This design comes from an exercise in tuning for small area and a short achievable clock period on the open sky130 flow, not from production work.
No run shown here included a check of the RTL's function; only the layout flow was run.
Power and IR drop assume default switching activity.

## flow/design.v (module list and top-level ports; edited modules follow where they fit)
// module fa: 8 lines
// module fpu_mul: 1032 lines
module fpu_mul( input         CLK,
                input         RESET,
                input         EN,
                input  [31:0] A,
                input  [31:0] B,
                output [31:0] Z );
  // ...
==> flow/run.sh <==
#!/bin/bash
# synth_recipe.tcl (not shown) runs the flow's synth.tcl, then flattens the netlist and writes it again
# the make line also repeats each setting of config.mk as NAME=value (left out here)
make -C /OpenROAD-flow-scripts/flow DESIGN_CONFIG=/design/flow/config.mk WORK_HOME=/design/flow/orfs CLKGATE_MAP_FILE= SYNTH_SCRIPT=/design/flow/synth_recipe.tcl finish
==> flow/config.mk <==
export PLATFORM = sky130hd
export DESIGN_NAME = fpu_mul
export DESIGN_NICKNAME = fpu_mul
export VERILOG_FILES = /design/flow/design.v
export SDC_FILE = /design/flow/constraint.sdc
export NUM_CORES = 4
export LEC_CHECK = 0
export ABC_AREA = 1
export CAP_MARGIN = 20
export CORE_MARGIN = 2
export CORE_UTILIZATION = 40
export SETUP_SLACK_MARGIN = 5
export SLEW_MARGIN = 20
export SYNTH_HIERARCHICAL = 1
==> flow/constraint.sdc <==
create_clock -name core_clock -period 10.0 [get_ports {CLK}]
set_input_delay 2.0000 -clock core_clock [delete_from_list [all_inputs] [get_ports {CLK}]]
set_output_delay 2.0000 -clock core_clock [all_outputs]
set_load 0.01 [all_outputs]
==> summary.txt, run 1 <==
GRT
  – GR Layer Usage met1: 0.305
  – GR Layer Usage met2: 0.369
  – Gr busiest metal: met2

Status
  – Outcome: complete, no violations

Power and ir drop
  – Final Total Pwr: 8.42 mW
  – Max IR drop VDD: 0.189 mV
  – Sw Share: 0.511
  – Reg power frac: 0.144
  – Seq power: 1.21 mW

Routing
  – First-pass DRT Iterations: 5
  – Antenna Violating Nets Remaining: 0

Logic synthesis
  – Synth cell count leaders: 363 x nand2_1, 302 x xor2_1, 278 x inv_1
  – Post-Synth XOR/XNOR Area: 0.135
  – Synth Area in Adders: 0.309
  – Main combinational cell family by area after synthesis: adder cells

Critical path
  – Setup crit start kind: register
  – Max incr delay on CP: 0.79 ns
  – Setup slack, reg-to-reg: around 5.4 ns
  – Critical R2R Launch: ma[13]

CTS
  – CTS tree: built
  – # clock sinks: 188
  – CTS resizes: 0
  – Number of CTS-inserted buffers: 17

Timing
  – Min Tclk post-route: 4.56 ns
  – Fmax achieved: between 0.2 and 0.25 GHz
  – Worst hold margin: 0.408 ns
  – Max-Slew Margin vs Limit: 0.289
  – Final setup margin: ~5.4 ns

Finish
  – Multi-input logic portion of the cell area: 0.638
  – Area of the multi-input gates: 14400 µm²
  – Largest cell class: multi-input gates

Placement
  – Setup WS pre-CTS: ~5.5 ns
  – Placed insts: 3004

Worst hold path
  – Worst min path class: register to register
==> run 2, diff against run 1 <==
==> flow/flow/run.sh (new file) <==
#!/bin/bash
set -euo pipefail
MARGIN=$(cat flow/margin.txt 2>/dev/null || echo 6)
sed -E "s/SETUP_SLACK_MARGIN=[0-9.+-]+/SETUP_SLACK_MARGIN=${MARGIN}/" standard.sh > standard_margin.sh
grep -q "SETUP_SLACK_MARGIN=${MARGIN} " standard_margin.sh
bash standard_margin.sh > standard.log 2>&1
==> flow/flow/margin.txt (new file) <==
6.5
==> flow/standard.sh (new file) <==
#!/bin/bash
# synth_recipe.tcl (not shown) runs the flow's synth.tcl, then flattens the netlist and writes it again
# the make line also repeats each setting of config.mk as NAME=value (left out here)
make -C /OpenROAD-flow-scripts/flow DESIGN_CONFIG=/design/flow/config.mk WORK_HOME=/design/flow/orfs CLKGATE_MAP_FILE= SYNTH_SCRIPT=/design/flow/synth_recipe.tcl "${@:-finish}"
removed: flow/run.sh
==> run 2 against run 1 <==
Net effect:
- maximum frequency is 17% higher
- design area grew 15%
- flip-flop and latch count unchanged
- global-route usage increased by 3.6 points
- sequential power is essentially flat
- non-clock buffer count is 160 higher
- critical path depth rose by 1
- sequential share of layout area decreased by 2.6 points
- wire length grew 19%
- critical path type unchanged
- core utilization increased by 6.7 points
- clock power shrank 4.3%
==> summary.txt, run 2 <==
Finish
  – Final Net Count: 2974 (was 2767)
  – Commonest non-fill, non-tap cells in the layout: 347 x nand2_1, 278 x xor2_1, 241 x inv_1 (was 363 x nand2_1, 302 x xor2_1, 278 x inv_1)
  – Final cell utilization of the core: 0.510 (was 0.443)
  – Largest regs: hA x36, hB x36, z_r x32 (unchanged)
  – Synth-to-Final Area Change: 26.8% (was 10.2%)
  – Share of layout cells above drive strength 1: 0.259 (was 0.0679)
  – Filler cells: 4651 (was 4996)
  – Leading cell type in the layout, fill and taps excluded: nand2_1 (unchanged)
  – # diodes: 0 (unchanged)

Logic synthesis
  – Main synth FF type: dfxtp_1 (unchanged)
  – Synth cell count leaders: 363 x nand2_1, 302 x xor2_1, 278 x inv_1 (unchanged)
  – Cells after Synth: 2333 (unchanged)
  – Yosys cell types: 53 (unchanged)
  – Synth top area cells: fa_1 24%, xor2_1 13%, dfxtp_1 12%, edfxtp_1 9.9%, o22ai_1 8.0% (unchanged)
  – Post-synth EDFFs: 68 (unchanged)
  – Yosys reg bits: 188 (unchanged)
  – Mapped cell area: 20600 µm² (unchanged)
  – Top cell type's share of synthesized area: 0.244 (unchanged)
  – Register area share after synthesis: 0.216 (unchanged)
  – Post-Syn Nets: 2757 (unchanged)
  – Syn avg cell area: 8.81 µm² (unchanged)
  – Most frequent cell after synthesis: nand2_1 (unchanged)
  – YS warnings: 7 (unchanged)
  – Ys async rst share: 0 (unchanged)
  – Synth area leader: fa_1 (unchanged)

Placement
  – Hpwl dp: 44.7 mm (was 45.1 mm)
  – GPL Wtd Cong: 0.917 (was 0.925)
  – # port buffers: 98 (unchanged)

Routing
  – Antenna Violating Nets Remaining: 0 (unchanged)
  – Initial DRC Count: 2302 (was 1494)
  – Via/cell ratio: 5.66 (was 5.47)
  – WL per Instance: 22.5 µm (was 20.2 µm)
  – DRC viols: 0 (unchanged)
  – Vias post-DR: 18.3k (was 16.6k)
  – Routed WL: 72.9 mm (was 61.4 mm)
  – First-pass DRT Iterations: 7 (was 5)

CTS
  – # clock sinks: 188 (unchanged)
  – Number of CTS-inserted buffers: 17 (unchanged)
  – CTS H-tree lvls: 4 (unchanged)
  – Root Driver: clkbuf_16 (unchanged)
  – Clock Latency Late Sink: 0.48 ns (was 0.47 ns)
  – Clk buf depth: 2 (unchanged)
  – Hold-fix buffers, CTS: 0 (unchanged)
  – CTS tree: built (unchanged)
  – Clock transition at the registers of the reported paths: 0.07 ns (about the same)

Power and ir drop
  – Reg power frac: 0.130 (was 0.144)
  – Max IR drop VDD: 0.186 mV (was 0.189 mV)
  – Comb power frac: 0.799 (was 0.774)
  – Pint: 4.64 mW (was 4.11 mW)
  – Leakage: 11.1 nW (was 9.95 nW)
  – NetSw: 4.75 mW (was 4.30 mW)
  – Clock power share: 0.070 (was 0.082)
  – PwrDens: 360 nW/µm² (was 372 nW/µm²)
  – Sw Share: 0.505 (was 0.511)

Die
  – Die height: 231 µm (unchanged)
  – Core area: 51100 µm² (unchanged)
  – Row cnt: 83 (unchanged)
  – Io pins: 99 (unchanged)
  – Die Wd: 231 µm (unchanged)
  – Die area: 53200 µm² (unchanged)
  – Starting Density: 0.402 (unchanged)

Critical path
  – Crit Path Class: register to register (unchanged)
  – Critical Path RT: 10.41 ns (was 10.34 ns)
  – Worst Path Arrival: 4.30 ns (was 4.90 ns)
  – Setup slack, reg-to-reg: 6.11 ns (was 5.44 ns)
  – Setup crit start kind: register (unchanged)
  – Worst Setup End Kind: register (unchanged)
  – Worst-path fanout max: 5 (was 24)

GRT
  – Initial antenna violation count: 2 (was 1)
  – Aggregate global routing overflow: 0 (unchanged)
  – Global-route wire length before repair: 109 mm (was 96.9 mm)
  – Largest net degree at the start of global routing: 71 (unchanged)
  – Vias in the first global route: 18.6k (was 17.2k)
  – Global-route usage over all layers: 0.273 (was 0.237)

Timing
  – Max Slew Vio Count: 0 (unchanged)
  – Fmax achieved: 0.257 GHz (was 0.219 GHz)
  – Worst Tran Pin Value: 0.938 ns (was 1.07 ns)
  – Endpoints failing setup: 0 (unchanged)
  – Setup TNS: 0 ns (unchanged)
  – Final period util: 0.389 (was 0.456)
  – Max-Slew Margin vs Limit: 0.374 (was 0.289)
  – Skew final: 0.0167 ns (was 0.0104 ns)
  – Final hold violations: 0 (unchanged)
  – RSZ-0062 raised after global routing: true (was false)
  – Min Tclk post-route: 3.89 ns (was 4.56 ns)

Status
  – Outcome: complete, no violations (unchanged)

Flow run
  – Max Cap Violations: 0 (unchanged)

Worst hold path
  – Worst min path class: register to register (unchanged)
-- run 2: through the flow --
step                cells  power [mW]  cell area, µm²  hold slack [ns]  setup slack [ns]
floorplan            2333        5.93           21200            0.323              6.41
global placement     2989        7.56           22100            0.397              5.62
detailed placement   2989        7.75           22100            0.396              5.62
CTS                  3202        9.16           25200            0.408              6.23
global route         3243        10.5           26100            0.424              6.05
finish               3243        9.39           26100            0.406              6.11
-- run 2: cell families (layout without fill, tap and decap cells) --
logic type	count (synthesis)	in the layout	share of synthesized area
buffers and inverters	431	656	0.0813
xor gates and xnor gates	317	317	0.135
DFF	188	188	0.216
adders and majority gates	357	357	0.309
and+or+nand+nor	641	646	0.139
muxes	5	5	0.00274
AOI/OAI and AO/OA	394	394	0.117
-- run 2: worst max-delay path, stage by stage, from the launching register on --
cell and delay [ns]:
edfxtp_1 0.55, buf_4 0.22, inv_4 0.09, o22ai_2 0.08, xor2_1 0.22, fa_2 0.51, fa_2 0.38, fa_2 0.39
fa_1 0.47, fa_2 0.36, fa_2 0.53
-- run 2: final timing paths --
| kind | startpoint | endpoint | cells after the start |
|---|---|---|---|
| worst max-delay path | two_r[2] | hB[29] | 10 |
| worst min-delay path | sign2 | z_r[31] | 2 |
| worst max register to register | two_r[2] | hB[29] | 10 |
| worst min register to register | sign2 | z_r[31] | 2 |
-- run 2: per-module statistics from Yosys (local to each module, per instance) --
module,area (µm²),cells inside,copies in the design,flops+latches
fpu_mul,15600,2083,1,188
fa,20.0,1,250,0
-- run 2: per-layer routing --
layer / part of all wire / GRT usage / up-vias
met4: 0.076 / 0.176 / 0
met3: 0.12 / 0.0815 / 357
met2: 0.43 / 0.419 / 1252
li1: - / - / 8084
met1: 0.37 / 0.334 / 8652
met5: 0 / 0 / -
-- run 2: timing repair --
action / 4_1_cts / 5_1_grt
buffers inserted: 137 / 37
gates resized for setup: 302 / 141
pin swaps: 56 / 55
gates cloned: 44 / 4
setup endpoints to repair: 92 / 88
-- run 2: cell type report --
type	instances	area, µm²	share of cell area
multi-input combinational	1719	15800	0.606
sequential	188	4440	0.171
timing repair buffer	286	2700	0.104
inverter	296	1400	0.0538
tap	680	851	0.0326
clock buffer	18	439	0.0168
timing repair inverter	42	288	0.0110
clock inverter	14	144	0.00552
-- run 2: power by group through the flow --
stage          logic (mW)  clock network, mW  registers [mW]
5_1_grt              8.52              0.708            1.24
4_1_cts              7.25              0.685            1.22
6_report             7.50              0.660            1.22
3_5_place_dp         6.51                  0            1.24
3_3_place_gp         6.32                  0            1.23
2_1_floorplan        4.71                  0            1.22

-- what the ideal ports hide --
Ports are ideal in the flow. The routed layouts listed here were re-timed in OpenROAD.
Step 1 assumes that a clkbuf_16 drives the clock port and a buf_2 every other input.
Step 2 times the ports against the registers' clock, not the clock port: input delays grow and output delays shrink by t, the midpoint of the rising clock arrivals with the driver on.
Three values: ideal, step 1, step 2; two values: the first two.
run | t, ns | setup slack, ns | worst hold slack (ns) | slew at the worst register clock pin (ns)
run 1 | 0.522 | 5.437 / 5.437 / 5.437 | 0.408 / 0.408 / 0.408 | 0.07 / 0.07
run 2 | 0.526 | 6.113 / 6.113 / 6.045 | 0.406 / 0.406 / 0.406 | 0.08 / 0.08
After both steps setup and hold are still met in every run listed. For run 2, which loses most, drivers alone change the setup slack by 0.000 ns; drivers and shift together by -0.068 ns.
